Context: an optimization exercise on an open-source flow, tuned for small area, a short achievable clock period and few clock cycles per item. The choices shown serve that exercise and are no tape-out recipe. The RTL was checked by simulation tests, not by an equivalence proof against the original design. Power is estimated from default activity; no workload was simulated.

===== flow/design.v =====
module geofence (clk, reset, X, Y, valid, is_inside);
input clk;
input reset;
input [9:0] X;
input [9:0] Y;
output valid;
output is_inside;
reg [4:0] k;
reg [9:0] px, py;        
reg [10:0] ps, pd;       
reg qxs, qys;            
reg [9:0] qxm, qym;
reg [15:0] cq;           
reg s0xs, s0ys, s1xs, s1ys, s2xs, s2ys;   
reg [9:0] s0xm, s0ym, s1xm, s1ym, s2xm, s2ym;
reg rxs, rys, lxs, lys;  
reg [9:0] rxm, rym, lxm, lym;
reg [15:0] occ;          
reg [15:0] vin, vout;    
reg sur;                 
reg line;                
wire ixs = X < px;
wire iys = Y < py;
wire ixz = X == px;
wire iyz = Y == py;
wire [10:0] isum = X + Y;
wire [10:0] idif = {1'b0, Y} + {1'b0, ~X};
wire u_neg = isum < ps;
wire u_zero = isum == ps;
wire w_neg = idif < pd;
wire w_zero = idif == pd;
reg ygt, yeq;
always @(*) begin
    case ({ixs, iys})
    2'b00: begin ygt = !w_neg && !w_zero; yeq = w_zero; end
    2'b10: begin ygt = !u_neg && !u_zero; yeq = u_zero; end
    2'b11: begin ygt = w_neg; yeq = w_zero; end
    default: begin ygt = u_neg; yeq = u_zero; end
    endcase
end
reg [15:0] icls;
always @(*) begin
    icls = 16'd0;
    if (iyz) begin
        if (!ixz) icls[ixs ? 8 : 0] = 1'b1;
    end else if (ixz) begin
        icls[iys ? 12 : 4] = 1'b1;
    end else begin
        case ({ixs, iys})
        2'b00: icls[yeq ? 2 : (ygt ? 3 : 1)] = 1'b1;
        2'b10: icls[yeq ? 6 : (ygt ? 5 : 7)] = 1'b1;
        2'b11: icls[yeq ? 10 : (ygt ? 11 : 9)] = 1'b1;
        default: icls[yeq ? 14 : (ygt ? 13 : 15)] = 1'b1;
        endcase
    end
end
always @(posedge clk) begin
    qxs <= ixs;
    qys <= iys;
    qxm <= ixs ? px - X : X - px;
    qym <= iys ? py - Y : Y - py;
    cq <= icls;
end
always @(posedge clk) begin
    if (k == 5'd0) begin
        px <= X;
        py <= Y;
        ps <= X + Y;
        pd <= {1'b0, Y} + {1'b0, ~X};
    end
end
wire done;
always @(posedge clk) begin
    if (reset || done)
        k <= 5'd0;
    else
        k <= k + 5'd1;
end
wire [4:0] kn = k + 5'd1;
wire go = !reset && !done;
reg u1_q, u1_s0, u1_s1, u1_s2;   
reg w1_l;                        
reg u2_s0, u2_s1, u2_s2;         
reg upd, upd1;                   
always @(posedge clk) begin
    u1_q <= go && kn == 5'd3;
    u1_s1 <= go && (kn == 5'd5 || kn == 5'd6 || kn == 5'd14 || kn == 5'd15);
    u1_s2 <= go && (kn == 5'd8 || kn == 5'd9);
    u1_s0 <= go && (kn == 5'd11 || kn == 5'd12);
    w1_l <= go && (kn == 5'd6 || kn == 5'd9 || kn == 5'd12 || kn == 5'd15);
    u2_s0 <= go && (kn == 5'd4 || kn == 5'd13);
    u2_s1 <= go && (kn == 5'd7 || kn == 5'd16);
    u2_s2 <= go && kn == 5'd10;
    upd <= go && (kn == 5'd4 || kn == 5'd7 || kn == 5'd10 || kn == 5'd13 || kn == 5'd16);
    upd1 <= go && kn == 5'd4;
end
always @(posedge clk) begin
    if (k == 5'd3 || k == 5'd6) begin
        s0xs <= qxs; s0ys <= qys; s0xm <= qxm; s0ym <= qym;
    end
    if (k == 5'd4 || k == 5'd7) begin
        s1xs <= qxs; s1ys <= qys; s1xm <= qxm; s1ym <= qym;
    end
    if (k == 5'd5) begin
        s2xs <= qxs; s2ys <= qys; s2xm <= qxm; s2ym <= qym;
    end
end
always @(posedge clk) begin
    if (k == 5'd2)
        occ <= cq;
    else
        occ <= occ | cq;
end
wire [15:0] o = occ | cq;
wire [31:0] o2 = {o, o};
reg [15:0] succ, bad, tin, tout;
reg [7:0] fit;
integer c, m;
always @(*) begin
    for (c = 0; c < 16; c = c + 1)
        succ[c] = o2[c + 1 +: 7] != 7'd0;
    bad = o & ~succ;
end
wire [31:0] bad2 = {bad, bad};
always @(*) begin
    for (c = 0; c < 16; c = c + 1)
        tin[c] = succ[c] && bad2[c + 1 +: 8] == 8'd0;
    for (m = 0; m < 8; m = m + 1)
        fit[m] = o2[2 * m + 9 +: 7] == 7'd0;
    for (c = 0; c < 16; c = c + 1) begin
        tout[c] = 1'b0;
        for (m = 0; m < 8; m = m + 1)
            if (((c - 2 * m + 16) % 16) <= 8 && fit[m])
                tout[c] = 1'b1;
    end
end
always @(posedge clk) begin
    vin <= tin;
    vout <= tin | tout;
end
wire wxs = w1_l ? lxs : rxs;
wire wys = w1_l ? lys : rys;
wire [9:0] wxm = w1_l ? lxm : rxm;
wire [9:0] wym = w1_l ? lym : rym;
wire uxs = (u1_q & qxs) | (u1_s0 & s0xs) | (u1_s1 & s1xs) | (u1_s2 & s2xs);
wire uys = (u1_q & qys) | (u1_s0 & s0ys) | (u1_s1 & s1ys) | (u1_s2 & s2ys);
wire [9:0] uxm = ({10{u1_q}} & qxm) | ({10{u1_s0}} & s0xm) | ({10{u1_s1}} & s1xm) | ({10{u1_s2}} & s2xm);
wire [9:0] uym = ({10{u1_q}} & qym) | ({10{u1_s0}} & s0ym) | ({10{u1_s1}} & s1ym) | ({10{u1_s2}} & s2ym);
wire [20:0] ts, tc;
xtree tree (.wxm(wxm), .wym(wym), .uxm(uxm), .uym(uym), .s(ts), .c(tc));
reg [20:0] xs, xc;       
reg sa, sb, anz, bnz, opp;
always @(posedge clk) begin
    xs <= ts;
    xc <= tc;
    sa <= wxs ^ uys;
    sb <= wys ^ uxs;
    anz <= wxm != 10'd0 && uym != 10'd0;
    bnz <= wym != 10'd0 && uxm != 10'd0;
    opp <= (wxm != 10'd0 && uxm != 10'd0 && wxs != uxs) ||
           (wym != 10'd0 && uym != 10'd0 && wys != uys);
end
wire [20:0] d = xs + xc;
wire dz = d == 21'd0;
wire cn = (sa == sb) ? (sa ? !d[20] && !dz : d[20]) : (sa && (anz || bnz));
wire cp = (sa == sb) ? (sa ? d[20] : !d[20] && !dz) : (!sa && (anz || bnz));
reg crn, crp;            
always @(posedge clk) begin
    crn <= cn;
    crp <= cp;
end
wire rn = upd1 ? cn : crn;
wire rp = upd1 ? cp : crp;
wire vxs = (u2_s0 & s0xs) | (u2_s1 & s1xs) | (u2_s2 & s2xs);
wire vys = (u2_s0 & s0ys) | (u2_s1 & s1ys) | (u2_s2 & s2ys);
wire [9:0] vxm = ({10{u2_s0}} & s0xm) | ({10{u2_s1}} & s1xm) | ({10{u2_s2}} & s2xm);
wire [9:0] vym = ({10{u2_s0}} & s0ym) | ({10{u2_s1}} & s1ym) | ({10{u2_s2}} & s2ym);
always @(posedge clk) begin
    if (k == 5'd2) begin
        rxs <= qxs; rys <= qys; rxm <= qxm; rym <= qym;
        lxs <= qxs; lys <= qys; lxm <= qxm; lym <= qym;
        sur <= 1'b0;
        line <= 1'b0;
    end else if (upd && !sur) begin
        if (line) begin
            line <= 1'b0;
            if (rn) begin
                rxs <= lxs; rys <= lys; rxm <= lxm; rym <= lym;
                lxs <= rxs; lys <= rys; lxm <= rxm; lym <= rym;
            end
        end else if (rn && cp) begin
            sur <= 1'b1;
        end else if (!rn && cp) begin
            lxs <= vxs; lys <= vys; lxm <= vxm; lym <= vym;
        end else if (rn && !cp) begin
            rxs <= vxs; rys <= vys; rxm <= vxm; rym <= vym;
        end else if (!rn && !rp && !cn && !cp && opp) begin
            lxs <= vxs; lys <= vys; lxm <= vxm; lym <= vym;
            line <= 1'b1;
        end
    end
end
wire k7 = k == 5'd7;
wire q_valid = (cq & vout) != 16'd0;
wire q_in = (cq & vin) != 16'd0;
assign done = (k7 && q_valid) || (k >= 5'd8 && sur) || k == 5'd17;
assign valid = done;
assign is_inside = sur || (k7 && q_in);
endmodule
module xtree (wxm, wym, uxm, uym, s, c);
input [9:0] wxm, wym, uxm, uym;
output [20:0] s, c;
wire t1 = (wxm[0] & uym[9]) ^ ~(wym[0] & uxm[9]) ^ (wxm[1] & uym[8]);
wire t2 = ((wxm[0] & uym[9]) & ~(wym[0] & uxm[9])) | ((wxm[0] & uym[9]) & (wxm[1] & uym[8])) | (~(wym[0] & uxm[9]) & (wxm[1] & uym[8]));
wire t3 = (wxm[1] & uym[9]) ^ ~(wym[1] & uxm[9]);
wire t4 = (wxm[1] & uym[9]) & ~(wym[1] & uxm[9]);
wire t5 = (wxm[0] & uym[6]) ^ ~(wym[0] & uxm[6]) ^ (wxm[1] & uym[5]);
wire t6 = ((wxm[0] & uym[6]) & ~(wym[0] & uxm[6])) | ((wxm[0] & uym[6]) & (wxm[1] & uym[5])) | (~(wym[0] & uxm[6]) & (wxm[1] & uym[5]));
wire t7 = (wxm[0] & uym[7]) ^ ~(wym[0] & uxm[7]) ^ (wxm[1] & uym[6]);
wire t8 = ((wxm[0] & uym[7]) & ~(wym[0] & uxm[7])) | ((wxm[0] & uym[7]) & (wxm[1] & uym[6])) | (~(wym[0] & uxm[7]) & (wxm[1] & uym[6]));
wire t9 = ~(wym[1] & uxm[6]) ^ (wxm[2] & uym[5]) ^ ~(wym[2] & uxm[5]);
wire t10 = (~(wym[1] & uxm[6]) & (wxm[2] & uym[5])) | (~(wym[1] & uxm[6]) & ~(wym[2] & uxm[5])) | ((wxm[2] & uym[5]) & ~(wym[2] & uxm[5]));
wire t11 = (wxm[3] & uym[4]) ^ ~(wym[3] & uxm[4]);
wire t12 = (wxm[3] & uym[4]) & ~(wym[3] & uxm[4]);
wire t13 = (wxm[0] & uym[8]) ^ ~(wym[0] & uxm[8]) ^ (wxm[1] & uym[7]);
wire t14 = ((wxm[0] & uym[8]) & ~(wym[0] & uxm[8])) | ((wxm[0] & uym[8]) & (wxm[1] & uym[7])) | (~(wym[0] & uxm[8]) & (wxm[1] & uym[7]));
wire t15 = ~(wym[1] & uxm[7]) ^ (wxm[2] & uym[6]) ^ ~(wym[2] & uxm[6]);
wire t16 = (~(wym[1] & uxm[7]) & (wxm[2] & uym[6])) | (~(wym[1] & uxm[7]) & ~(wym[2] & uxm[6])) | ((wxm[2] & uym[6]) & ~(wym[2] & uxm[6]));
wire t17 = (wxm[3] & uym[5]) ^ ~(wym[3] & uxm[5]) ^ (wxm[4] & uym[4]);
wire t18 = ((wxm[3] & uym[5]) & ~(wym[3] & uxm[5])) | ((wxm[3] & uym[5]) & (wxm[4] & uym[4])) | (~(wym[3] & uxm[5]) & (wxm[4] & uym[4]));
wire t19 = ~(wym[4] & uxm[4]) ^ (wxm[5] & uym[3]) ^ ~(wym[5] & uxm[3]);
wire t20 = (~(wym[4] & uxm[4]) & (wxm[5] & uym[3])) | (~(wym[4] & uxm[4]) & ~(wym[5] & uxm[3])) | ((wxm[5] & uym[3]) & ~(wym[5] & uxm[3]));
wire t21 = (wxm[6] & uym[2]) ^ ~(wym[6] & uxm[2]);
wire t22 = (wxm[6] & uym[2]) & ~(wym[6] & uxm[2]);
wire t23 = ~(wym[1] & uxm[8]) ^ (wxm[2] & uym[7]) ^ ~(wym[2] & uxm[7]);
wire t24 = (~(wym[1] & uxm[8]) & (wxm[2] & uym[7])) | (~(wym[1] & uxm[8]) & ~(wym[2] & uxm[7])) | ((wxm[2] & uym[7]) & ~(wym[2] & uxm[7]));
wire t25 = (wxm[3] & uym[6]) ^ ~(wym[3] & uxm[6]) ^ (wxm[4] & uym[5]);
wire t26 = ((wxm[3] & uym[6]) & ~(wym[3] & uxm[6])) | ((wxm[3] & uym[6]) & (wxm[4] & uym[5])) | (~(wym[3] & uxm[6]) & (wxm[4] & uym[5]));
wire t27 = ~(wym[4] & uxm[5]) ^ (wxm[5] & uym[4]) ^ ~(wym[5] & uxm[4]);
wire t28 = (~(wym[4] & uxm[5]) & (wxm[5] & uym[4])) | (~(wym[4] & uxm[5]) & ~(wym[5] & uxm[4])) | ((wxm[5] & uym[4]) & ~(wym[5] & uxm[4]));
wire t29 = (wxm[6] & uym[3]) ^ ~(wym[6] & uxm[3]) ^ (wxm[7] & uym[2]);
wire t30 = ((wxm[6] & uym[3]) & ~(wym[6] & uxm[3])) | ((wxm[6] & uym[3]) & (wxm[7] & uym[2])) | (~(wym[6] & uxm[3]) & (wxm[7] & uym[2]));
wire t31 = ~(wym[7] & uxm[2]) ^ (wxm[8] & uym[1]) ^ ~(wym[8] & uxm[1]);
wire t32 = (~(wym[7] & uxm[2]) & (wxm[8] & uym[1])) | (~(wym[7] & uxm[2]) & ~(wym[8] & uxm[1])) | ((wxm[8] & uym[1]) & ~(wym[8] & uxm[1]));
wire t33 = (wxm[9] & uym[0]) ^ ~(wym[9] & uxm[0]);
wire t34 = (wxm[9] & uym[0]) & ~(wym[9] & uxm[0]);
wire t35 = (wxm[2] & uym[8]) ^ ~(wym[2] & uxm[8]) ^ (wxm[3] & uym[7]);
wire t36 = ((wxm[2] & uym[8]) & ~(wym[2] & uxm[8])) | ((wxm[2] & uym[8]) & (wxm[3] & uym[7])) | (~(wym[2] & uxm[8]) & (wxm[3] & uym[7]));
wire t37 = ~(wym[3] & uxm[7]) ^ (wxm[4] & uym[6]) ^ ~(wym[4] & uxm[6]);
wire t38 = (~(wym[3] & uxm[7]) & (wxm[4] & uym[6])) | (~(wym[3] & uxm[7]) & ~(wym[4] & uxm[6])) | ((wxm[4] & uym[6]) & ~(wym[4] & uxm[6]));
wire t39 = (wxm[5] & uym[5]) ^ ~(wym[5] & uxm[5]) ^ (wxm[6] & uym[4]);
wire t40 = ((wxm[5] & uym[5]) & ~(wym[5] & uxm[5])) | ((wxm[5] & uym[5]) & (wxm[6] & uym[4])) | (~(wym[5] & uxm[5]) & (wxm[6] & uym[4]));
wire t41 = ~(wym[6] & uxm[4]) ^ (wxm[7] & uym[3]) ^ ~(wym[7] & uxm[3]);
wire t42 = (~(wym[6] & uxm[4]) & (wxm[7] & uym[3])) | (~(wym[6] & uxm[4]) & ~(wym[7] & uxm[3])) | ((wxm[7] & uym[3]) & ~(wym[7] & uxm[3]));
wire t43 = (wxm[8] & uym[2]) ^ ~(wym[8] & uxm[2]) ^ (wxm[9] & uym[1]);
wire t44 = ((wxm[8] & uym[2]) & ~(wym[8] & uxm[2])) | ((wxm[8] & uym[2]) & (wxm[9] & uym[1])) | (~(wym[8] & uxm[2]) & (wxm[9] & uym[1]));
wire t45 = ~(wym[9] & uxm[1]) ^ 1'b1 ^ t2;
wire t46 = (~(wym[9] & uxm[1]) & 1'b1) | (~(wym[9] & uxm[1]) & t2) | (1'b1 & t2);
wire t47 = (wxm[2] & uym[9]) ^ ~(wym[2] & uxm[9]) ^ (wxm[3] & uym[8]);
wire t48 = ((wxm[2] & uym[9]) & ~(wym[2] & uxm[9])) | ((wxm[2] & uym[9]) & (wxm[3] & uym[8])) | (~(wym[2] & uxm[9]) & (wxm[3] & uym[8]));
wire t49 = ~(wym[3] & uxm[8]) ^ (wxm[4] & uym[7]) ^ ~(wym[4] & uxm[7]);
wire t50 = (~(wym[3] & uxm[8]) & (wxm[4] & uym[7])) | (~(wym[3] & uxm[8]) & ~(wym[4] & uxm[7])) | ((wxm[4] & uym[7]) & ~(wym[4] & uxm[7]));
wire t51 = (wxm[5] & uym[6]) ^ ~(wym[5] & uxm[6]) ^ (wxm[6] & uym[5]);
wire t52 = ((wxm[5] & uym[6]) & ~(wym[5] & uxm[6])) | ((wxm[5] & uym[6]) & (wxm[6] & uym[5])) | (~(wym[5] & uxm[6]) & (wxm[6] & uym[5]));
wire t53 = ~(wym[6] & uxm[5]) ^ (wxm[7] & uym[4]) ^ ~(wym[7] & uxm[4]);
wire t54 = (~(wym[6] & uxm[5]) & (wxm[7] & uym[4])) | (~(wym[6] & uxm[5]) & ~(wym[7] & uxm[4])) | ((wxm[7] & uym[4]) & ~(wym[7] & uxm[4]));
wire t55 = (wxm[8] & uym[3]) ^ ~(wym[8] & uxm[3]) ^ (wxm[9] & uym[2]);
wire t56 = ((wxm[8] & uym[3]) & ~(wym[8] & uxm[3])) | ((wxm[8] & uym[3]) & (wxm[9] & uym[2])) | (~(wym[8] & uxm[3]) & (wxm[9] & uym[2]));
wire t57 = (wxm[3] & uym[9]) ^ ~(wym[3] & uxm[9]) ^ (wxm[4] & uym[8]);
wire t58 = ((wxm[3] & uym[9]) & ~(wym[3] & uxm[9])) | ((wxm[3] & uym[9]) & (wxm[4] & uym[8])) | (~(wym[3] & uxm[9]) & (wxm[4] & uym[8]));
wire t59 = ~(wym[4] & uxm[8]) ^ (wxm[5] & uym[7]) ^ ~(wym[5] & uxm[7]);
wire t60 = (~(wym[4] & uxm[8]) & (wxm[5] & uym[7])) | (~(wym[4] & uxm[8]) & ~(wym[5] & uxm[7])) | ((wxm[5] & uym[7]) & ~(wym[5] & uxm[7]));
wire t61 = (wxm[6] & uym[6]) ^ ~(wym[6] & uxm[6]) ^ (wxm[7] & uym[5]);
wire t62 = ((wxm[6] & uym[6]) & ~(wym[6] & uxm[6])) | ((wxm[6] & uym[6]) & (wxm[7] & uym[5])) | (~(wym[6] & uxm[6]) & (wxm[7] & uym[5]));
wire t63 = (wxm[4] & uym[9]) ^ ~(wym[4] & uxm[9]) ^ (wxm[5] & uym[8]);
wire t64 = ((wxm[4] & uym[9]) & ~(wym[4] & uxm[9])) | ((wxm[4] & uym[9]) & (wxm[5] & uym[8])) | (~(wym[4] & uxm[9]) & (wxm[5] & uym[8]));
wire t65 = (wxm[0] & uym[4]) ^ ~(wym[0] & uxm[4]) ^ (wxm[1] & uym[3]);
wire t66 = ((wxm[0] & uym[4]) & ~(wym[0] & uxm[4])) | ((wxm[0] & uym[4]) & (wxm[1] & uym[3])) | (~(wym[0] & uxm[4]) & (wxm[1] & uym[3]));
wire t67 = (wxm[0] & uym[5]) ^ ~(wym[0] & uxm[5]) ^ (wxm[1] & uym[4]);
wire t68 = ((wxm[0] & uym[5]) & ~(wym[0] & uxm[5])) | ((wxm[0] & uym[5]) & (wxm[1] & uym[4])) | (~(wym[0] & uxm[5]) & (wxm[1] & uym[4]));
wire t69 = ~(wym[1] & uxm[4]) ^ (wxm[2] & uym[3]) ^ ~(wym[2] & uxm[3]);
wire t70 = (~(wym[1] & uxm[4]) & (wxm[2] & uym[3])) | (~(wym[1] & uxm[4]) & ~(wym[2] & uxm[3])) | ((wxm[2] & uym[3]) & ~(wym[2] & uxm[3]));
wire t71 = (wxm[3] & uym[2]) ^ ~(wym[3] & uxm[2]);
wire t72 = (wxm[3] & uym[2]) & ~(wym[3] & uxm[2]);
wire t73 = ~(wym[1] & uxm[5]) ^ (wxm[2] & uym[4]) ^ ~(wym[2] & uxm[4]);
wire t74 = (~(wym[1] & uxm[5]) & (wxm[2] & uym[4])) | (~(wym[1] & uxm[5]) & ~(wym[2] & uxm[4])) | ((wxm[2] & uym[4]) & ~(wym[2] & uxm[4]));
wire t75 = (wxm[3] & uym[3]) ^ ~(wym[3] & uxm[3]) ^ (wxm[4] & uym[2]);
wire t76 = ((wxm[3] & uym[3]) & ~(wym[3] & uxm[3])) | ((wxm[3] & uym[3]) & (wxm[4] & uym[2])) | (~(wym[3] & uxm[3]) & (wxm[4] & uym[2]));
wire t77 = ~(wym[4] & uxm[2]) ^ (wxm[5] & uym[1]) ^ ~(wym[5] & uxm[1]);
wire t78 = (~(wym[4] & uxm[2]) & (wxm[5] & uym[1])) | (~(wym[4] & uxm[2]) & ~(wym[5] & uxm[1])) | ((wxm[5] & uym[1]) & ~(wym[5] & uxm[1]));
wire t79 = (wxm[6] & uym[0]) ^ ~(wym[6] & uxm[0]);
wire t80 = (wxm[6] & uym[0]) & ~(wym[6] & uxm[0]);
wire t81 = (wxm[4] & uym[3]) ^ ~(wym[4] & uxm[3]) ^ (wxm[5] & uym[2]);
wire t82 = ((wxm[4] & uym[3]) & ~(wym[4] & uxm[3])) | ((wxm[4] & uym[3]) & (wxm[5] & uym[2])) | (~(wym[4] & uxm[3]) & (wxm[5] & uym[2]));
wire t83 = ~(wym[5] & uxm[2]) ^ (wxm[6] & uym[1]) ^ ~(wym[6] & uxm[1]);
wire t84 = (~(wym[5] & uxm[2]) & (wxm[6] & uym[1])) | (~(wym[5] & uxm[2]) & ~(wym[6] & uxm[1])) | ((wxm[6] & uym[1]) & ~(wym[6] & uxm[1]));
wire t85 = (wxm[7] & uym[0]) ^ ~(wym[7] & uxm[0]) ^ 1'b1;
wire t86 = ((wxm[7] & uym[0]) & ~(wym[7] & uxm[0])) | ((wxm[7] & uym[0]) & 1'b1) | (~(wym[7] & uxm[0]) & 1'b1);
wire t87 = t6 ^ t7 ^ t9;
wire t88 = (t6 & t7) | (t6 & t9) | (t7 & t9);
wire t89 = (wxm[7] & uym[1]) ^ ~(wym[7] & uxm[1]) ^ (wxm[8] & uym[0]);
wire t90 = ((wxm[7] & uym[1]) & ~(wym[7] & uxm[1])) | ((wxm[7] & uym[1]) & (wxm[8] & uym[0])) | (~(wym[7] & uxm[1]) & (wxm[8] & uym[0]));
wire t91 = ~(wym[8] & uxm[0]) ^ 1'b1 ^ t8;
wire t92 = (~(wym[8] & uxm[0]) & 1'b1) | (~(wym[8] & uxm[0]) & t8) | (1'b1 & t8);
wire t93 = t10 ^ t12 ^ t13;
wire t94 = (t10 & t12) | (t10 & t13) | (t12 & t13);
wire t95 = t15 ^ t17 ^ t19;
wire t96 = (t15 & t17) | (t15 & t19) | (t17 & t19);
wire t97 = 1'b1 ^ t1 ^ t14;
wire t98 = (1'b1 & t1) | (1'b1 & t14) | (t1 & t14);
wire t99 = t16 ^ t18 ^ t20;
wire t100 = (t16 & t18) | (t16 & t20) | (t18 & t20);
wire t101 = t22 ^ t23 ^ t25;
wire t102 = (t22 & t23) | (t22 & t25) | (t23 & t25);
wire t103 = t27 ^ t29 ^ t31;
wire t104 = (t27 & t29) | (t27 & t31) | (t29 & t31);
wire t105 = t3 ^ t24 ^ t26;
wire t106 = (t3 & t24) | (t3 & t26) | (t24 & t26);
wire t107 = t28 ^ t30 ^ t32;
wire t108 = (t28 & t30) | (t28 & t32) | (t30 & t32);
wire t109 = t34 ^ t35 ^ t37;
wire t110 = (t34 & t35) | (t34 & t37) | (t35 & t37);
wire t111 = t39 ^ t41 ^ t43;
wire t112 = (t39 & t41) | (t39 & t43) | (t41 & t43);
wire t113 = ~(wym[9] & uxm[2]) ^ t4 ^ t36;
wire t114 = (~(wym[9] & uxm[2]) & t4) | (~(wym[9] & uxm[2]) & t36) | (t4 & t36);
wire t115 = t38 ^ t40 ^ t42;
wire t116 = (t38 & t40) | (t38 & t42) | (t40 & t42);
wire t117 = t44 ^ t46 ^ t47;
wire t118 = (t44 & t46) | (t44 & t47) | (t46 & t47);
wire t119 = t49 ^ t51 ^ t53;
wire t120 = (t49 & t51) | (t49 & t53) | (t51 & t53);
wire t121 = ~(wym[7] & uxm[5]) ^ (wxm[8] & uym[4]) ^ ~(wym[8] & uxm[4]);
wire t122 = (~(wym[7] & uxm[5]) & (wxm[8] & uym[4])) | (~(wym[7] & uxm[5]) & ~(wym[8] & uxm[4])) | ((wxm[8] & uym[4]) & ~(wym[8] & uxm[4]));
wire t123 = (wxm[9] & uym[3]) ^ ~(wym[9] & uxm[3]) ^ t48;
wire t124 = ((wxm[9] & uym[3]) & ~(wym[9] & uxm[3])) | ((wxm[9] & uym[3]) & t48) | (~(wym[9] & uxm[3]) & t48);
wire t125 = t50 ^ t52 ^ t54;
wire t126 = (t50 & t52) | (t50 & t54) | (t52 & t54);
wire t127 = t56 ^ t57 ^ t59;
wire t128 = (t56 & t57) | (t56 & t59) | (t57 & t59);
wire t129 = ~(wym[5] & uxm[8]) ^ (wxm[6] & uym[7]) ^ ~(wym[6] & uxm[7]);
wire t130 = (~(wym[5] & uxm[8]) & (wxm[6] & uym[7])) | (~(wym[5] & uxm[8]) & ~(wym[6] & uxm[7])) | ((wxm[6] & uym[7]) & ~(wym[6] & uxm[7]));
wire t131 = (wxm[7] & uym[6]) ^ ~(wym[7] & uxm[6]) ^ (wxm[8] & uym[5]);
wire t132 = ((wxm[7] & uym[6]) & ~(wym[7] & uxm[6])) | ((wxm[7] & uym[6]) & (wxm[8] & uym[5])) | (~(wym[7] & uxm[6]) & (wxm[8] & uym[5]));
wire t133 = ~(wym[8] & uxm[5]) ^ (wxm[9] & uym[4]) ^ ~(wym[9] & uxm[4]);
wire t134 = (~(wym[8] & uxm[5]) & (wxm[9] & uym[4])) | (~(wym[8] & uxm[5]) & ~(wym[9] & uxm[4])) | ((wxm[9] & uym[4]) & ~(wym[9] & uxm[4]));
wire t135 = t58 ^ t60 ^ t62;
wire t136 = (t58 & t60) | (t58 & t62) | (t60 & t62);
wire t137 = (wxm[5] & uym[9]) ^ ~(wym[5] & uxm[9]) ^ (wxm[6] & uym[8]);
wire t138 = ((wxm[5] & uym[9]) & ~(wym[5] & uxm[9])) | ((wxm[5] & uym[9]) & (wxm[6] & uym[8])) | (~(wym[5] & uxm[9]) & (wxm[6] & uym[8]));
wire t139 = ~(wym[6] & uxm[8]) ^ (wxm[7] & uym[7]) ^ ~(wym[7] & uxm[7]);
wire t140 = (~(wym[6] & uxm[8]) & (wxm[7] & uym[7])) | (~(wym[6] & uxm[8]) & ~(wym[7] & uxm[7])) | ((wxm[7] & uym[7]) & ~(wym[7] & uxm[7]));
wire t141 = (wxm[8] & uym[6]) ^ ~(wym[8] & uxm[6]) ^ (wxm[9] & uym[5]);
wire t142 = ((wxm[8] & uym[6]) & ~(wym[8] & uxm[6])) | ((wxm[8] & uym[6]) & (wxm[9] & uym[5])) | (~(wym[8] & uxm[6]) & (wxm[9] & uym[5]));
wire t143 = (wxm[6] & uym[9]) ^ ~(wym[6] & uxm[9]) ^ (wxm[7] & uym[8]);
wire t144 = ((wxm[6] & uym[9]) & ~(wym[6] & uxm[9])) | ((wxm[6] & uym[9]) & (wxm[7] & uym[8])) | (~(wym[6] & uxm[9]) & (wxm[7] & uym[8]));
wire t145 = (wxm[0] & uym[2]) ^ ~(wym[0] & uxm[2]);
wire t146 = (wxm[0] & uym[2]) & ~(wym[0] & uxm[2]);
wire t147 = (wxm[0] & uym[3]) ^ ~(wym[0] & uxm[3]) ^ (wxm[1] & uym[2]);
wire t148 = ((wxm[0] & uym[3]) & ~(wym[0] & uxm[3])) | ((wxm[0] & uym[3]) & (wxm[1] & uym[2])) | (~(wym[0] & uxm[3]) & (wxm[1] & uym[2]));
wire t149 = ~(wym[1] & uxm[2]) ^ (wxm[2] & uym[1]) ^ ~(wym[2] & uxm[1]);
wire t150 = (~(wym[1] & uxm[2]) & (wxm[2] & uym[1])) | (~(wym[1] & uxm[2]) & ~(wym[2] & uxm[1])) | ((wxm[2] & uym[1]) & ~(wym[2] & uxm[1]));
wire t151 = ~(wym[1] & uxm[3]) ^ (wxm[2] & uym[2]) ^ ~(wym[2] & uxm[2]);
wire t152 = (~(wym[1] & uxm[3]) & (wxm[2] & uym[2])) | (~(wym[1] & uxm[3]) & ~(wym[2] & uxm[2])) | ((wxm[2] & uym[2]) & ~(wym[2] & uxm[2]));
wire t153 = (wxm[3] & uym[1]) ^ ~(wym[3] & uxm[1]) ^ (wxm[4] & uym[0]);
wire t154 = ((wxm[3] & uym[1]) & ~(wym[3] & uxm[1])) | ((wxm[3] & uym[1]) & (wxm[4] & uym[0])) | (~(wym[3] & uxm[1]) & (wxm[4] & uym[0]));
wire t155 = ~(wym[4] & uxm[0]) ^ 1'b1;
wire t156 = ~(wym[4] & uxm[0]) & 1'b1;
wire t157 = (wxm[4] & uym[1]) ^ ~(wym[4] & uxm[1]) ^ (wxm[5] & uym[0]);
wire t158 = ((wxm[4] & uym[1]) & ~(wym[4] & uxm[1])) | ((wxm[4] & uym[1]) & (wxm[5] & uym[0])) | (~(wym[4] & uxm[1]) & (wxm[5] & uym[0]));
wire t159 = ~(wym[5] & uxm[0]) ^ 1'b1 ^ t66;
wire t160 = (~(wym[5] & uxm[0]) & 1'b1) | (~(wym[5] & uxm[0]) & t66) | (1'b1 & t66);
wire t161 = t67 ^ t69 ^ t71;
wire t162 = (t67 & t69) | (t67 & t71) | (t69 & t71);
wire t163 = 1'b1 ^ t5 ^ t68;
wire t164 = (1'b1 & t5) | (1'b1 & t68) | (t5 & t68);
wire t165 = t70 ^ t72 ^ t73;
wire t166 = (t70 & t72) | (t70 & t73) | (t72 & t73);
wire t167 = t75 ^ t77 ^ t79;
wire t168 = (t75 & t77) | (t75 & t79) | (t77 & t79);
wire t169 = t11 ^ t74 ^ t76;
wire t170 = (t11 & t74) | (t11 & t76) | (t74 & t76);
wire t171 = t78 ^ t80 ^ t81;
wire t172 = (t78 & t80) | (t78 & t81) | (t80 & t81);
wire t173 = t83 ^ t85 ^ t87;
wire t174 = (t83 & t85) | (t83 & t87) | (t85 & t87);
wire t175 = t21 ^ t82 ^ t84;
wire t176 = (t21 & t82) | (t21 & t84) | (t82 & t84);
wire t177 = t86 ^ t88 ^ t89;
wire t178 = (t86 & t88) | (t86 & t89) | (t88 & t89);
wire t179 = t91 ^ t93 ^ t95;
wire t180 = (t91 & t93) | (t91 & t95) | (t93 & t95);
wire t181 = t33 ^ t90 ^ t92;
wire t182 = (t33 & t90) | (t33 & t92) | (t90 & t92);
wire t183 = t94 ^ t96 ^ t97;
wire t184 = (t94 & t96) | (t94 & t97) | (t96 & t97);
wire t185 = t99 ^ t101 ^ t103;
wire t186 = (t99 & t101) | (t99 & t103) | (t101 & t103);
wire t187 = t45 ^ t98 ^ t100;
wire t188 = (t45 & t98) | (t45 & t100) | (t98 & t100);
wire t189 = t102 ^ t104 ^ t105;
wire t190 = (t102 & t104) | (t102 & t105) | (t104 & t105);
wire t191 = t107 ^ t109 ^ t111;
wire t192 = (t107 & t109) | (t107 & t111) | (t109 & t111);
wire t193 = t55 ^ t106 ^ t108;
wire t194 = (t55 & t106) | (t55 & t108) | (t106 & t108);
wire t195 = t110 ^ t112 ^ t113;
wire t196 = (t110 & t112) | (t110 & t113) | (t112 & t113);
wire t197 = t115 ^ t117 ^ t119;
wire t198 = (t115 & t117) | (t115 & t119) | (t117 & t119);
wire t199 = t61 ^ t114 ^ t116;
wire t200 = (t61 & t114) | (t61 & t116) | (t114 & t116);
wire t201 = t118 ^ t120 ^ t121;
wire t202 = (t118 & t120) | (t118 & t121) | (t120 & t121);
wire t203 = t123 ^ t125 ^ t127;
wire t204 = (t123 & t125) | (t123 & t127) | (t125 & t127);
wire t205 = t63 ^ t122 ^ t124;
wire t206 = (t63 & t122) | (t63 & t124) | (t122 & t124);
wire t207 = t126 ^ t128 ^ t129;
wire t208 = (t126 & t128) | (t126 & t129) | (t128 & t129);
wire t209 = t131 ^ t133 ^ t135;
wire t210 = (t131 & t133) | (t131 & t135) | (t133 & t135);
wire t211 = ~(wym[9] & uxm[5]) ^ t64 ^ t130;
wire t212 = (~(wym[9] & uxm[5]) & t64) | (~(wym[9] & uxm[5]) & t130) | (t64 & t130);
wire t213 = t132 ^ t134 ^ t136;
wire t214 = (t132 & t134) | (t132 & t136) | (t134 & t136);
wire t215 = t137 ^ t139 ^ t141;
wire t216 = (t137 & t139) | (t137 & t141) | (t139 & t141);
wire t217 = ~(wym[7] & uxm[8]) ^ (wxm[8] & uym[7]) ^ ~(wym[8] & uxm[7]);
wire t218 = (~(wym[7] & uxm[8]) & (wxm[8] & uym[7])) | (~(wym[7] & uxm[8]) & ~(wym[8] & uxm[7])) | ((wxm[8] & uym[7]) & ~(wym[8] & uxm[7]));
wire t219 = (wxm[9] & uym[6]) ^ ~(wym[9] & uxm[6]) ^ t138;
wire t220 = ((wxm[9] & uym[6]) & ~(wym[9] & uxm[6])) | ((wxm[9] & uym[6]) & t138) | (~(wym[9] & uxm[6]) & t138);
wire t221 = t140 ^ t142 ^ t143;
wire t222 = (t140 & t142) | (t140 & t143) | (t142 & t143);
wire t223 = (wxm[7] & uym[9]) ^ ~(wym[7] & uxm[9]) ^ (wxm[8] & uym[8]);
wire t224 = ((wxm[7] & uym[9]) & ~(wym[7] & uxm[9])) | ((wxm[7] & uym[9]) & (wxm[8] & uym[8])) | (~(wym[7] & uxm[9]) & (wxm[8] & uym[8]));
wire t225 = ~(wym[8] & uxm[8]) ^ (wxm[9] & uym[7]) ^ ~(wym[9] & uxm[7]);
wire t226 = (~(wym[8] & uxm[8]) & (wxm[9] & uym[7])) | (~(wym[8] & uxm[8]) & ~(wym[9] & uxm[7])) | ((wxm[9] & uym[7]) & ~(wym[9] & uxm[7]));
wire t227 = (wxm[0] & uym[1]) ^ ~(wym[0] & uxm[1]);
wire t228 = (wxm[0] & uym[1]) & ~(wym[0] & uxm[1]);
wire t229 = (wxm[1] & uym[1]) ^ ~(wym[1] & uxm[1]) ^ (wxm[2] & uym[0]);
wire t230 = ((wxm[1] & uym[1]) & ~(wym[1] & uxm[1])) | ((wxm[1] & uym[1]) & (wxm[2] & uym[0])) | (~(wym[1] & uxm[1]) & (wxm[2] & uym[0]));
wire t231 = ~(wym[2] & uxm[0]) ^ 1'b1;
wire t232 = ~(wym[2] & uxm[0]) & 1'b1;
wire t233 = (wxm[3] & uym[0]) ^ ~(wym[3] & uxm[0]) ^ 1'b1;
wire t234 = ((wxm[3] & uym[0]) & ~(wym[3] & uxm[0])) | ((wxm[3] & uym[0]) & 1'b1) | (~(wym[3] & uxm[0]) & 1'b1);
wire t235 = t146 ^ t147 ^ t149;
wire t236 = (t146 & t147) | (t146 & t149) | (t147 & t149);
wire t237 = t65 ^ t148 ^ t150;
wire t238 = (t65 & t148) | (t65 & t150) | (t148 & t150);
wire t239 = t151 ^ t153 ^ t155;
wire t240 = (t151 & t153) | (t151 & t155) | (t153 & t155);
wire t241 = t152 ^ t154 ^ t156;
wire t242 = (t152 & t154) | (t152 & t156) | (t154 & t156);
wire t243 = t157 ^ t159 ^ t161;
wire t244 = (t157 & t159) | (t157 & t161) | (t159 & t161);
wire t245 = t158 ^ t160 ^ t162;
wire t246 = (t158 & t160) | (t158 & t162) | (t160 & t162);
wire t247 = t163 ^ t165 ^ t167;
wire t248 = (t163 & t165) | (t163 & t167) | (t165 & t167);
wire t249 = t164 ^ t166 ^ t168;
wire t250 = (t164 & t166) | (t164 & t168) | (t166 & t168);
wire t251 = t169 ^ t171 ^ t173;
wire t252 = (t169 & t171) | (t169 & t173) | (t171 & t173);
wire t253 = t170 ^ t172 ^ t174;
wire t254 = (t170 & t172) | (t170 & t174) | (t172 & t174);
wire t255 = t175 ^ t177 ^ t179;
wire t256 = (t175 & t177) | (t175 & t179) | (t177 & t179);
wire t257 = t176 ^ t178 ^ t180;
wire t258 = (t176 & t178) | (t176 & t180) | (t178 & t180);
wire t259 = t181 ^ t183 ^ t185;
wire t260 = (t181 & t183) | (t181 & t185) | (t183 & t185);
wire t261 = t182 ^ t184 ^ t186;
wire t262 = (t182 & t184) | (t182 & t186) | (t184 & t186);
wire t263 = t187 ^ t189 ^ t191;
wire t264 = (t187 & t189) | (t187 & t191) | (t189 & t191);
wire t265 = t188 ^ t190 ^ t192;
wire t266 = (t188 & t190) | (t188 & t192) | (t190 & t192);
wire t267 = t193 ^ t195 ^ t197;
wire t268 = (t193 & t195) | (t193 & t197) | (t195 & t197);
wire t269 = t194 ^ t196 ^ t198;
wire t270 = (t194 & t196) | (t194 & t198) | (t196 & t198);
wire t271 = t199 ^ t201 ^ t203;
wire t272 = (t199 & t201) | (t199 & t203) | (t201 & t203);
wire t273 = t200 ^ t202 ^ t204;
wire t274 = (t200 & t202) | (t200 & t204) | (t202 & t204);
wire t275 = t205 ^ t207 ^ t209;
wire t276 = (t205 & t207) | (t205 & t209) | (t207 & t209);
wire t277 = t206 ^ t208 ^ t210;
wire t278 = (t206 & t208) | (t206 & t210) | (t208 & t210);
wire t279 = t211 ^ t213 ^ t215;
wire t280 = (t211 & t213) | (t211 & t215) | (t213 & t215);
wire t281 = t212 ^ t214 ^ t216;
wire t282 = (t212 & t214) | (t212 & t216) | (t214 & t216);
wire t283 = t217 ^ t219 ^ t221;
wire t284 = (t217 & t219) | (t217 & t221) | (t219 & t221);
wire t285 = t144 ^ t218 ^ t220;
wire t286 = (t144 & t218) | (t144 & t220) | (t218 & t220);
wire t287 = t222 ^ t223 ^ t225;
wire t288 = (t222 & t223) | (t222 & t225) | (t223 & t225);
wire t289 = (wxm[8] & uym[9]) ^ ~(wym[8] & uxm[9]) ^ (wxm[9] & uym[8]);
wire t290 = ((wxm[8] & uym[9]) & ~(wym[8] & uxm[9])) | ((wxm[8] & uym[9]) & (wxm[9] & uym[8])) | (~(wym[8] & uxm[9]) & (wxm[9] & uym[8]));
wire t291 = ~(wym[9] & uxm[8]) ^ t224 ^ t226;
wire t292 = (~(wym[9] & uxm[8]) & t224) | (~(wym[9] & uxm[8]) & t226) | (t224 & t226);
wire t293 = (wxm[1] & uym[0]) ^ ~(wym[1] & uxm[0]);
wire t294 = (wxm[1] & uym[0]) & ~(wym[1] & uxm[0]);
wire t295 = t145 ^ t228 ^ t229;
wire t296 = (t145 & t228) | (t145 & t229) | (t228 & t229);
wire t297 = t230 ^ t232 ^ t233;
wire t298 = (t230 & t232) | (t230 & t233) | (t232 & t233);
wire t299 = t234 ^ t236 ^ t237;
wire t300 = (t234 & t236) | (t234 & t237) | (t236 & t237);
wire t301 = t238 ^ t240 ^ t241;
wire t302 = (t238 & t240) | (t238 & t241) | (t240 & t241);
wire t303 = t242 ^ t244 ^ t245;
wire t304 = (t242 & t244) | (t242 & t245) | (t244 & t245);
wire t305 = t246 ^ t248 ^ t249;
wire t306 = (t246 & t248) | (t246 & t249) | (t248 & t249);
wire t307 = t250 ^ t252 ^ t253;
wire t308 = (t250 & t252) | (t250 & t253) | (t252 & t253);
wire t309 = t254 ^ t256 ^ t257;
wire t310 = (t254 & t256) | (t254 & t257) | (t256 & t257);
wire t311 = t258 ^ t260 ^ t261;
wire t312 = (t258 & t260) | (t258 & t261) | (t260 & t261);
wire t313 = t262 ^ t264 ^ t265;
wire t314 = (t262 & t264) | (t262 & t265) | (t264 & t265);
wire t315 = t266 ^ t268 ^ t269;
wire t316 = (t266 & t268) | (t266 & t269) | (t268 & t269);
wire t317 = t270 ^ t272 ^ t273;
wire t318 = (t270 & t272) | (t270 & t273) | (t272 & t273);
wire t319 = t274 ^ t276 ^ t277;
wire t320 = (t274 & t276) | (t274 & t277) | (t276 & t277);
wire t321 = t278 ^ t280 ^ t281;
wire t322 = (t278 & t280) | (t278 & t281) | (t280 & t281);
wire t323 = t282 ^ t284 ^ t285;
wire t324 = (t282 & t284) | (t282 & t285) | (t284 & t285);
wire t325 = t286 ^ t288 ^ t289;
wire t326 = (t286 & t288) | (t286 & t289) | (t288 & t289);
wire t327 = (wxm[9] & uym[9]) ^ ~(wym[9] & uxm[9]) ^ t290;
wire t328 = ((wxm[9] & uym[9]) & ~(wym[9] & uxm[9])) | ((wxm[9] & uym[9]) & t290) | (~(wym[9] & uxm[9]) & t290);
wire t329 = (wxm[0] & uym[0]) ^ ~(wym[0] & uxm[0]);
wire t330 = (wxm[0] & uym[0]) & ~(wym[0] & uxm[0]);
wire t331 = 1'b1 ^ t227 ^ t293;
wire t332 = (1'b1 & t227) | (1'b1 & t293) | (t227 & t293);
wire t333 = t231 ^ t294 ^ t295;
wire t334 = (t231 & t294) | (t231 & t295) | (t294 & t295);
wire t335 = t235 ^ t296 ^ t297;
wire t336 = (t235 & t296) | (t235 & t297) | (t296 & t297);
wire t337 = t239 ^ t298 ^ t299;
wire t338 = (t239 & t298) | (t239 & t299) | (t298 & t299);
wire t339 = t243 ^ t300 ^ t301;
wire t340 = (t243 & t300) | (t243 & t301) | (t300 & t301);
wire t341 = t247 ^ t302 ^ t303;
wire t342 = (t247 & t302) | (t247 & t303) | (t302 & t303);
wire t343 = t251 ^ t304 ^ t305;
wire t344 = (t251 & t304) | (t251 & t305) | (t304 & t305);
wire t345 = t255 ^ t306 ^ t307;
wire t346 = (t255 & t306) | (t255 & t307) | (t306 & t307);
wire t347 = t259 ^ t308 ^ t309;
wire t348 = (t259 & t308) | (t259 & t309) | (t308 & t309);
wire t349 = t263 ^ t310 ^ t311;
wire t350 = (t263 & t310) | (t263 & t311) | (t310 & t311);
wire t351 = t267 ^ t312 ^ t313;
wire t352 = (t267 & t312) | (t267 & t313) | (t312 & t313);
wire t353 = t271 ^ t314 ^ t315;
wire t354 = (t271 & t314) | (t271 & t315) | (t314 & t315);
wire t355 = t275 ^ t316 ^ t317;
wire t356 = (t275 & t316) | (t275 & t317) | (t316 & t317);
wire t357 = t279 ^ t318 ^ t319;
wire t358 = (t279 & t318) | (t279 & t319) | (t318 & t319);
wire t359 = t283 ^ t320 ^ t321;
wire t360 = (t283 & t320) | (t283 & t321) | (t320 & t321);
wire t361 = t287 ^ t322 ^ t323;
wire t362 = (t287 & t322) | (t287 & t323) | (t322 & t323);
wire t363 = t291 ^ t324 ^ t325;
wire t364 = (t291 & t324) | (t291 & t325) | (t324 & t325);
wire t365 = t292 ^ t326 ^ t327;
wire t366 = (t292 & t326) | (t292 & t327) | (t326 & t327);
assign s[0] = 1'b1;
assign c[0] = t329;
assign s[1] = t330;
assign c[1] = t331;
assign s[2] = t332;
assign c[2] = t333;
assign s[3] = t334;
assign c[3] = t335;
assign s[4] = t336;
assign c[4] = t337;
assign s[5] = t338;
assign c[5] = t339;
assign s[6] = t340;
assign c[6] = t341;
assign s[7] = t342;
assign c[7] = t343;
assign s[8] = t344;
assign c[8] = t345;
assign s[9] = t346;
assign c[9] = t347;
assign s[10] = t348;
assign c[10] = t349;
assign s[11] = t350;
assign c[11] = t351;
assign s[12] = t352;
assign c[12] = t353;
assign s[13] = t354;
assign c[13] = t355;
assign s[14] = t356;
assign c[14] = t357;
assign s[15] = t358;
assign c[15] = t359;
assign s[16] = t360;
assign c[16] = t361;
assign s[17] = t362;
assign c[17] = t363;
assign s[18] = t364;
assign c[18] = t365;
assign s[19] = t328;
assign c[19] = t366;
assign s[20] = 1'b1;
assign c[20] = 1'b0;
endmodule

===== flow/run.sh =====
#!/bin/bash
# synth_recipe.tcl (not shown) runs the flow's synth.tcl, then flattens the netlist and writes it again
# the make line also repeats each setting of config.mk as NAME=value (left out here)
make -C /OpenROAD-flow-scripts/flow DESIGN_CONFIG=/design/flow/config.mk WORK_HOME=/design/flow/orfs CLKGATE_MAP_FILE= SYNTH_SCRIPT=/design/flow/synth_recipe.tcl finish

===== flow/config.mk =====
export PLATFORM = sky130hd
export DESIGN_NAME = geofence
export DESIGN_NICKNAME = geofence
export VERILOG_FILES = /design/flow/design.v
export SDC_FILE = /design/flow/constraint.sdc
export NUM_CORES = 4
export LEC_CHECK = 0
export CAP_MARGIN = 20
export CORE_MARGIN = 2
export CORE_UTILIZATION = 35
export SETUP_SLACK_MARGIN = 5
export SLEW_MARGIN = 20

===== flow/constraint.sdc =====
create_clock -name core_clock -period 11.5 [get_ports {clk}]
set_input_delay 2.3000 -clock core_clock [delete_from_list [all_inputs] [get_ports {clk}]]
set_output_delay 2.3000 -clock core_clock [all_outputs]
set_load 0.01 [all_outputs]

==> notes.md, run 1 <==
Status:
- The run finished with no timing, DRC or antenna violations.

Clock network:
- The count of hold buffers inserted by post-cts repair is 0.
- TritonCTS created 36 clock buffers.
- The number of buffers on the longest clock path is 3.
- The CTS clock-pin slew for the worst setup and hold paths is 0.06 ns.
- CTS saw 301 sinks.
- TritonCTS built the clock tree.
- The clock latency reported for the late side of the worst-skew pair is 0.56 ns.
- The total number of H-tree levels is 2.
- The tree is rooted in a sky130_fd_sc_hd__clkbuf_16.

Logic synthesis:
- The share of Yosys cell area claimed by the top area cell type is 0.225.
- The adder-cell area share of the yosys netlist is 0.245.
- Of the post-synthesis cell area, the part taken by muxes is 0.0334.
- For this run, the number of Yosys warnings is 1.
- The compound-cell area share of the yosys netlist was 0.124.
- The number of distinct library cells after synthesis is 71.
- The XOR/XNOR share of the synthesized area is 0.0190.
- Counting every net in the synthesized netlist gives 2,390.
- By area, the combinational part of the netlist is dominated by adder cells.
- The synthesized area is 20,300 um^2.
- The commonest cells after synthesis are sky130_fd_sc_hd__inv_1, sky130_fd_sc_hd__nand2_1, sky130_fd_sc_hd__nor2_1, sky130_fd_sc_hd__fa_1, sky130_fd_sc_hd__edfxtp_1.
- The register area share after synthesis is 0.372.
- The mean post-synth cell area is 9.79 um^2.
- Synthesis handed over a netlist of 2,072 instances.
- The largest total area in the synthesized netlist belongs to sky130_fd_sc_hd__edfxtp_1.
- After synthesis, the cell types taking the most area are sky130_fd_sc_hd__edfxtp_1, sky130_fd_sc_hd__fa_1, sky130_fd_sc_hd__dfxtp_1.
- In this run, synthesis produced a sequential element count of 301.
- The simple logic cell fraction of the synthesized area is 0.147.
- Yosys mapped a number of flops with a built-in enable equal to 152.
- The library cell with the highest instance count after synthesis is sky130_fd_sc_hd__inv_1.
- The dominant synthesized flop cell is sky130_fd_sc_hd__edfxtp_1.
- After synthesis, the share of flip-flops with an asynchronous set or reset is 0.

Placed design:
- The sum of net half-perimeters after detailed placement is 42,100 um.
- The weighted congestion reported at the end of routability-driven placement is 0.918.
- The count of input and output buffers is 23.

Worst setup path:
- The top fanout value on the critical path is 9.
- The slowest library cell on the worst path is sky130_fd_sc_hd__clkdlybuf4s50_1.
- At the worst endpoint, the arrival time is 6.69 ns.
- The kind of critical path is in -> reg.
- The signal on the critical path passes through clkdlybuf4s50_1 -> ha_1 -> fa_1 -> a21o_1 -> a21oi_1 -> o21bai_1 -> a21oi_1 -> o21bai_1 -> a21oi_1 -> xnor2_1 -> ha_1 -> a21o_1 -> a21o_1 -> a211o_1 -> nand2b_1 -> a21boi_0 -> o31ai_2 -> a21o_2 -> nor3_1.
- The sort of element at the end of the critical path is a flip-flop.
- The number of buffers and inverters on the critical path is 1.
- For this run, the slowest stage of the critical path takes 0.55 ns.
- The worst setup path is launched from a primary input.
- The cell family with the largest share of critical-path delay is compound AO/OA/AOI/OAI gates.
- For the worst setup path, the data required time is 11.94 ns.

Global routing:
- The global routing stage identified its most utilized layer as met2.
- The met2 capacity usage during global routing is 0.310.
- The met1 demand-to-capacity share in global routing is 0.239.
- The residual overflow from global routing is 0.
- The first global-routing pass estimated 86,600 um of wire.
- The number of antenna violations at the first check in global routing came to 0.
- For met3 alone, demand over resource in global routing was 0.0246.
- The via count of the first global-routing pass is 15,600.
- Entering global routing, the biggest net connects 48 pins.
- The total track usage is 0.183.

STA:
- Setup repair after global routing left no endpoint under its margin.
- The achievable clock frequency is 160 MHz.
- At the pin with the least slew margin, the transition time is 1.10 ns.
- The total count of max-transition violations in the final report is 0.
- Setup violations remaining at the end of the flow were counted as 0.
- The max-slew headroom at the worst pin is 0.266.
- The final critical path time including I/O delays and setup is 6.25 ns.
- Of the available clock period, the critical path in the final layout requires 0.544.
- The worst clock skew is 0.0230 ns.
- The sum of negative setup slack is 0 ns.
- The hold violation total from the final report is 0.

Cells and area:
- The share of the core filled with cells is 0.396.
- Of the cells placed in the final design, the portion with a size suffix greater than 1 is 0.0649.
- The layout overhead on the synthesized area is 12.1%.
- After the last flow step, the layout net total stands at 2,416.
- The number of inserted filler cells in the final layout is 5,626.
- The number of antenna diodes is 0.

Routing:
- Before antenna repair, the detailed router went through 5 iterations.
- The number of DRC violations after detailed-routing iteration 0 is 1,006.
- For this run, design rule violations remaining after detail routing come to 0.
- After detailed routing, the number of vias per cell comes to 5.19.
- The remaining antenna violation count after routing is 0.
- The total via count after detailed routing is 15,000.
- The routed wire length per instance is 19.0 um.
- The routed design has 54,800 um of wire.

Power and ir drop:
- The total power divided by cell area is 217 nW/um^2.
- The leakage power total is 9.57 nW.
- The worst ir drop on vdd is 0.000118 V.

Floorplan:
- The effective utilization at floorplan is 0.353.
- The die boundary width is 245 um.
- The placeable core area is 57,500 um^2.
- The row count is 88.
- Pin placement for this block handled 24 I/O pins.
- The full die area is 59,900 um^2.
- The floorplan step set the die height to 245 um.

Run:
- Max-cap violations in this run came to 0.

Worst hold path:
- The kind of path behind the tightest hold check is reg -> reg.
==> flip-flops by register name, summed over array words and instances, names as in the netlist, 11 cells and up <==
name  cells
occ      16
xs       19
xc       20
vin      16
pd       11
vout     16
ps       11
cq       16
==> per-layer routing <==
metal / vias to the layer above / share of wire
li1: 7097 / -
met3: 115 / 0.052
met4: 0 / 0.031
met2: 434 / 0.47
met5: - / 0
met1: 7361 / 0.44
==> worst reg2reg max path, stage by stage, from the launching register on <==
cell	delay, ns
sky130_fd_sc_hd__dfxtp_2	0.31
sky130_fd_sc_hd__buf_4	0.48
sky130_fd_sc_hd__mux2i_1	0.98
sky130_fd_sc_hd__nor2_1	0.16
sky130_fd_sc_hd__fa_1	0.53
sky130_fd_sc_hd__fa_1	0.54
sky130_fd_sc_hd__fa_1	0.50
sky130_fd_sc_hd__inv_1	0.06
sky130_fd_sc_hd__fa_1	0.37
sky130_fd_sc_hd__inv_1	0.09
sky130_fd_sc_hd__fa_1	0.42
sky130_fd_sc_hd__inv_1	0.08
sky130_fd_sc_hd__fa_1	0.40
==> layout make-up <==
class,instances,area (um^2),share of cell area
multi-input combinational,1451,11600,0.509
sequential,301,7550,0.332
inverter,265,998,0.0439
clock buffer,41,983,0.0432
tap,765,957,0.0421
timing repair buffer,42,385,0.0169
clock inverter,25,288,0.0127
timing repair inverter,1,5.00,0.000220
==> timing repair <==
item | CTS | global route
cloned | 1 | 0
gates resized for setup | 2 | 8
buffers inserted | 0 | 2
endpoints found under the setup margin | 4 | 16
==> per-stage QoR <==
| step | hold WS [ns] | area [um^2] | setup WS [ns] | power, mW | cells |
|---|---|---|---|---|---|
| finish | 0.453 | 22700 | 5.25 | 4.95 | 2891 |
| global route | 0.470 | 22700 | 4.98 | 5.33 | 2891 |
| CTS | 0.456 | 22700 | 5.12 | 4.97 | 2889 |
| detailed placement | 0.442 | 21400 | 4.20 | 3.74 | 2822 |
| global placement | 0.427 | 21400 | 4.30 | 3.68 | 2821 |
| floorplan | 0.418 | 20300 | 5.63 | 3.10 | 2072 |
==> logic make-up after synthesis <==
logic type | after synthesis
buf+inv | 320
compound gates | 378
mux | 64
fa+ha+maj | 296
xor+xnor | 44
flops | 301
simple gates | 669
==> layout by cell type, fill, tap and decap left out, types with 25 or more instances in the layout <==
master	count
sky130_fd_sc_hd__ha_1	127
sky130_fd_sc_hd__a22oi_1	62
sky130_fd_sc_hd__o21ai_0	85
sky130_fd_sc_hd__a21oi_1	84
sky130_fd_sc_hd__fa_1	169
sky130_fd_sc_hd__mux2i_1	38
sky130_fd_sc_hd__dfxtp_1	148
sky130_fd_sc_hd__nand2_1	253
sky130_fd_sc_hd__xnor2_1	29
sky130_fd_sc_hd__a21o_1	32
sky130_fd_sc_hd__nand3_1	31
sky130_fd_sc_hd__nor3_1	30
sky130_fd_sc_hd__mux2_2	25
sky130_fd_sc_hd__clkbuf_16	39
sky130_fd_sc_hd__edfxtp_1	152
sky130_fd_sc_hd__inv_1	264
sky130_fd_sc_hd__nor2_1	213
==> power breakdown <==
| part | switching, mW | total, mW | internal, mW |
|---|---|---|---|
| clock | 0.492 | 1.21 | 0.716 |
| combinational | 1.31 | 2.16 | 0.843 |
| sequential | 0.147 | 1.58 | 1.44 |
| total | 1.95 | 4.95 | 2.99 |
==> path summary, 6_finish.rpt <==
path	end	cells after the start	startpoint	slack (ns)
worst max register to register	xc[11]$_DFF_P_	12	w1_l$_DFF_P_	6.48
worst max-delay path	cq[14]$_SDFF_PP0_	19	Y[0]	5.25
worst min register to register	occ[9]$_DFF_P_	1	occ[9]$_DFF_P_	0.45
worst min-delay path	occ[9]$_DFF_P_	1	occ[9]$_DFF_P_	0.45
Testbench counts, summed over its fixed seeds: cycles 15,062, items 1,600.
==> inputs of run 2 (changes only) <==
==> flow/flow/run.sh (new file) <==
#!/bin/bash
# Standard layout, with timing repair aiming for a period of about 4.7 ns
# (setup margin 6.8 ns at the design's 11.5 ns clock).
set -euo pipefail
bash standard.sh SETUP_SLACK_MARGIN=6.8 finish > flow.log 2>&1
==> flow/standard.sh (new file) <==
#!/bin/bash
# synth_recipe.tcl (not shown) runs the flow's synth.tcl, then flattens the netlist and writes it again
# the make line also repeats each setting of config.mk as NAME=value (left out here)
make -C /OpenROAD-flow-scripts/flow DESIGN_CONFIG=/design/flow/config.mk WORK_HOME=/design/flow/orfs CLKGATE_MAP_FILE= SYNTH_SCRIPT=/design/flow/synth_recipe.tcl "${@:-finish}"
--- a/flow/config.mk
+++ b/flow/config.mk
@@ -10,3 +10,2 @@
 export CORE_UTILIZATION = 35
-export SETUP_SLACK_MARGIN = 5
 export SLEW_MARGIN = 20
removed: flow/run.sh
==> run 2 against run 1 <==
Against the previous run:
- sequential share of layout area decreased by 1.4 points
- worst setup slack gained 0.83 ns
- sequential power about the same
- maximum frequency grew 15%
- register-to-register slack better by 0.46 ns
- synthesized area did not move
- largest cell class unchanged
- routed wire length rose by 1.8%
- die area stayed put
- critical endpoint is now cq[8]$_DFF_P_
- highest routed layer unchanged
- still clean
- utilization rose by 1.8 points
==> notes.md, run 2 <==
Cells and area:
- The share of post-route cells with drive strength above 1 is 0.139 (+0.0737).
- The most flop-heavy register is xc.
- The number of inserted filler cells in the final layout is 5,575 (-0.91%).
- The multi-input combinational cell area was 12,200 um^2 (+5.7%).
- The library cells used most frequently in the layout, excluding fill and tap cells, are sky130_fd_sc_hd__inv_1, sky130_fd_sc_hd__nand2_1, sky130_fd_sc_hd__nor2_1.
- The number of antenna diodes was 0 (unchanged).
- The number of nets in the finished design is 2,462 (+1.9%).
- The flip-flop count of the largest register, all copies and words added was 20 (unchanged).
- The area taken by flip-flops and latches is 7560 um^2 (+0.15%).
- The area growth from synthesis to layout is 17.3%.
- The largest registers in the layout are xc x20, xs x19.
- Leaving out fill and tap cells, the most frequent cell in the layout is sky130_fd_sc_hd__inv_1.

Power and ir drop:
- The overall power after layout is 5.07 mW (+2.5%).
- The worst ir drop on vdd was 0.000156 V (+33%).
- The total power divided by cell area was 213 nW/um^2 (-2.1%).
- The leakage power total is 9.92 nW (+3.7%).

Run:
- The max-capacitance violation count was 0 (unchanged).

Logic synthesis:
- The number of warnings printed during yosys synthesis was 1 (unchanged).
- The number of flops mapped to enable cells by yosys is 152 (unchanged).
- The dominant synthesized flop cell is sky130_fd_sc_hd__edfxtp_1.
- The share of synthesized registers carrying an async set or reset came to 0 (unchanged).
- The total nets after synthesis is 2,390 (unchanged).
- The synthesized netlist cell count is 2,072 (unchanged).
- The register area share after synthesis was 0.372 (unchanged).
- The number of distinct library cells after synthesis came to 71 (unchanged).
- Yosys attributes the largest share of cell area to sky130_fd_sc_hd__edfxtp_1, sky130_fd_sc_hd__fa_1, sky130_fd_sc_hd__dfxtp_1.
- The synthesized area is 20,300 um^2 (unchanged).
- In the synthesized netlist, the cells that appear most often are sky130_fd_sc_hd__inv_1, sky130_fd_sc_hd__nand2_1, sky130_fd_sc_hd__nor2_1, sky130_fd_sc_hd__fa_1, sky130_fd_sc_hd__edfxtp_1.
- The library cell with the highest instance count after synthesis is sky130_fd_sc_hd__inv_1.
- The mean post-synth cell area is 9.79 um^2 (unchanged).
- The cell type contributing the most total cell area after synthesis is sky130_fd_sc_hd__edfxtp_1.
- The register bit count reported by yosys is 301 (unchanged).
- The share of Yosys cell area claimed by the top area cell type is 0.225 (unchanged).

STA:
- The post-route clock period utilization is 0.471 (-0.0724).
- The hold violation total from the final report is 0 (unchanged).
- The final setup violation count is 0 (unchanged).
- The worst clock skew is 0.0198 ns (-0.00315 ns).
- The sum of negative setup slack is 0 ns (unchanged).
- The max-slew headroom at the worst pin is 0.253 (-0.0132).
- Setup repair after global routing could not meet its margin everywhere.
- The final critical path time including I/O delays and setup came to 5.42 ns (-0.832 ns).
- The actual slew at the worst max-slew pin is 1.12 ns (+0.0182 ns).
- The worst hold slack is 0.446 ns (-0.00646 ns).
- The achievable clock frequency is 185 MHz (+15%).
- The total count of max-transition violations in the final report is 0 (unchanged).

Clock network:
- The total number of H-tree levels is 2 (unchanged).
- The total clock sinks is 301 (unchanged).
- The TritonCTS clock tree is yes.
- The total CTS buffers is 36 (unchanged).
- The number of buffers on the longest clock path is 3 (unchanged).
- In this run the clock root is driven by a sky130_fd_sc_hd__clkbuf_16.
- The CTS clock-pin slew for the worst setup and hold paths came to 0.06 ns (about the same).
- The clock latency reported for the late side of the worst-skew pair is 0.56 ns (about the same).
- The count of hold buffers inserted by post-cts repair was 0 (unchanged).

Worst setup path:
- The top fanout value on the critical path was 5 (-4).
- The type of element launching the critical path is a primary input.
- The data arrival time of the critical path was 5.91 ns (-0.78 ns).
- The sort of element at the end of the critical path is a flip-flop.
- The data required time of the worst path is 11.99 ns (+0.05 ns).
- The critical path is of the in -> reg type.

Placed design:
- The sum of net half-perimeters after detailed placement is 41,500 um (-1.4%).
- The weighted congestion reported at the end of routability-driven placement is 0.921 (+0.35%).
- The count of input and output buffers is 23 (unchanged).

Routing:
- The via density per instance is 5.21 (+0.46%).
- The remaining antenna violation count after routing came to 0 (unchanged).
- The total DRC errors in the routed layout is 0 (unchanged).
- The routed wire length per instance is 19.0 um (+0.24%).
- The total via count after detailed routing is 15,300 (+2.1%).
- The total wirelength of the detailed-routed design is 55,800 um (+1.8%).
- The first-pass detailed-route iteration total came to 6 (+1).
- The number of DRC violations after detailed-routing iteration 0 is 1,037 (+3.1%).

Global routing:
- The number of antenna violations at the first check in global routing is 0 (unchanged).
- The via count of the first global-routing pass was 16,100 (+3.1%).
- The maximum number of pins on one net before global-route repair is 48 (unchanged).
- The wire length of the first global-routing pass is 88,900 um (+2.6%).
- The total track usage is 0.187 (+0.00390).
- The residual overflow from global routing is 0 (unchanged).

Floorplan:
- The row count is 88 (unchanged).
- The placeable core area was 57,500 um^2 (unchanged).
- The top-level I/O count is 24 (unchanged).
- The die boundary width came to 245 um (unchanged).
- The vertical extent of the die came to 245 um (unchanged).
- The full die area is 59,900 um^2 (unchanged).
- The effective utilization at floorplan is 0.353 (unchanged).

Status:
- The flow ran to the end and the layout has no timing, DRC or antenna violations.

Worst hold path:
- The tightest min-delay check is of the reg -> reg type.
[run 2: cell counts after synthesis]
No cell type changed its count.
[run 2: path summary, 6_finish.rpt]
check,from,to,slack [ns],cells after the start
min reg2reg,occ[9]$_DFF_P_,occ[9]$_DFF_P_,0.45,1
max reg2reg,u1_s1$_DFF_P_,xc[10]$_DFF_P_,6.94,13
min,occ[9]$_DFF_P_,occ[9]$_DFF_P_,0.45,1
max,X[1],cq[8]$_DFF_P_,6.08,22
[run 2: metrics by stage]
| step | setup slack [ns] | std cells | area (um^2) | utilization |
|---|---|---|---|---|
| 4_1_cts | 6.19 | 2920 | 23400 | 0.407 |
| 5_1_grt | 5.91 | 2937 | 23800 | 0.414 |
| 3_3_place_gp | 4.40 | 2820 | 21500 | 0.375 |
| 6_report | 6.08 | 2937 | 23800 | 0.414 |
| 3_5_place_dp | 4.32 | 2820 | 21500 | 0.375 |
| 2_1_floorplan | 6.09 | 2072 | 20500 | - |
[run 2: timing repair]
action                                  in CTS  in global routing
endpoints found under the setup margin      54                 42
resized for setup                          121                 74
gates cloned                                 2                  0
setup buffers                               32                 17
pin swaps                                   51                 51
[run 2: layer usage]
| metal | global-route usage | up-vias | wire, um | share of wire |
|---|---|---|---|---|
| li1 | - | 7173 | - | - |
| met1 | 0.240 | 7516 | 23900 | 0.43 |
| met2 | 0.317 | 509 | 26600 | 0.48 |
| met3 | 0.0298 | 118 | 3290 | 0.059 |
| met4 | 0.0681 | 0 | 1950 | 0.035 |
| met5 | 0 | - | 0 | 0 |
[run 2: cell type report]
| cell class | instances | area share |
|---|---|---|
| multi-input cells | 1452 | 0.515 |
| repair buffers | 87 | 0.0324 |
| well taps | 765 | 0.0402 |
| clock buffers | 45 | 0.0419 |
| repair inverters | 1 | 0.000315 |
| inverters | 265 | 0.0423 |
| clock inverters | 21 | 0.0106 |
| flip-flops and latches | 301 | 0.318 |
[run 2: critical path, cell delays in order]
cell                         delay (ns)
sky130_fd_sc_hd__buf_12            0.09
sky130_fd_sc_hd__clkinvlp_4        0.13
sky130_fd_sc_hd__ha_4              0.29
sky130_fd_sc_hd__nand2b_4          0.11
sky130_fd_sc_hd__a21oi_2           0.05
sky130_fd_sc_hd__nor2_2            0.11
sky130_fd_sc_hd__o21bai_1          0.11
sky130_fd_sc_hd__a21oi_2           0.18
sky130_fd_sc_hd__o21bai_1          0.12
sky130_fd_sc_hd__a21oi_2           0.18
sky130_fd_sc_hd__o21bai_1          0.11
sky130_fd_sc_hd__a21oi_2           0.15
sky130_fd_sc_hd__xor2_1            0.21
sky130_fd_sc_hd__ha_1              0.28
sky130_fd_sc_hd__buf_4             0.14
sky130_fd_sc_hd__a21o_1            0.18
sky130_fd_sc_hd__a211o_1           0.30
sky130_fd_sc_hd__nand2b_1          0.10
sky130_fd_sc_hd__a21boi_2          0.07
sky130_fd_sc_hd__o31ai_4           0.28
sky130_fd_sc_hd__a21o_1            0.27
sky130_fd_sc_hd__o2bb2ai_1         0.14
[run 2: cell families (layout without fill, tap and decap cells)]
logic type	count (synthesis)	count (layout)	synth area share
DFF	301	301	0.372
xor gates and xnor gates	44	44	0.0190
buffers and inverters	320	419	0.0596
AOI/OAI and AO/OA	378	379	0.124
muxes	64	64	0.0334
and+or+nand+nor	669	669	0.147
adders and majority gates	296	296	0.245
[run 2: report_power, final]
group	leakage (nW)	switching [mW]	internal (mW)	total [mW]
Clock	0.602	0.474	0.713	1.19
Sequential	2.67	0.156	1.44	1.59
Combinational	6.64	1.36	0.923	2.29
Total	9.92	1.99	3.07	5.07

## static timing again, ports no longer ideal
How much do the figures lean on ideal ports? The routed layouts below were timed once more, with nothing changed but the port constraints.
Step 1, drivers: a clkbuf_16 drives clk and a buf_2 each remaining input, both assumed.
Step 2 adds t to the input delays and takes it off the output delays; t is the mean of the earliest and latest rising clock arrival at the registers after step 1. Input paths then give back, and output paths get back, about the clock's delay inside the block.
Three values: ideal, step 1, step 2; two values: the first two.
run | t (ns) | setup slack, ns | worst setup path at the end
run 1 | 0.608 | 5.249 / 5.280 / 4.672 | input to register
run 2 | 0.607 | 6.082 / 6.074 / 5.467 | input to register
After both steps every run listed still meets setup and hold. The setup slack of run 2, which loses most, moves by -0.008 ns with the drivers and by -0.615 ns with both steps.
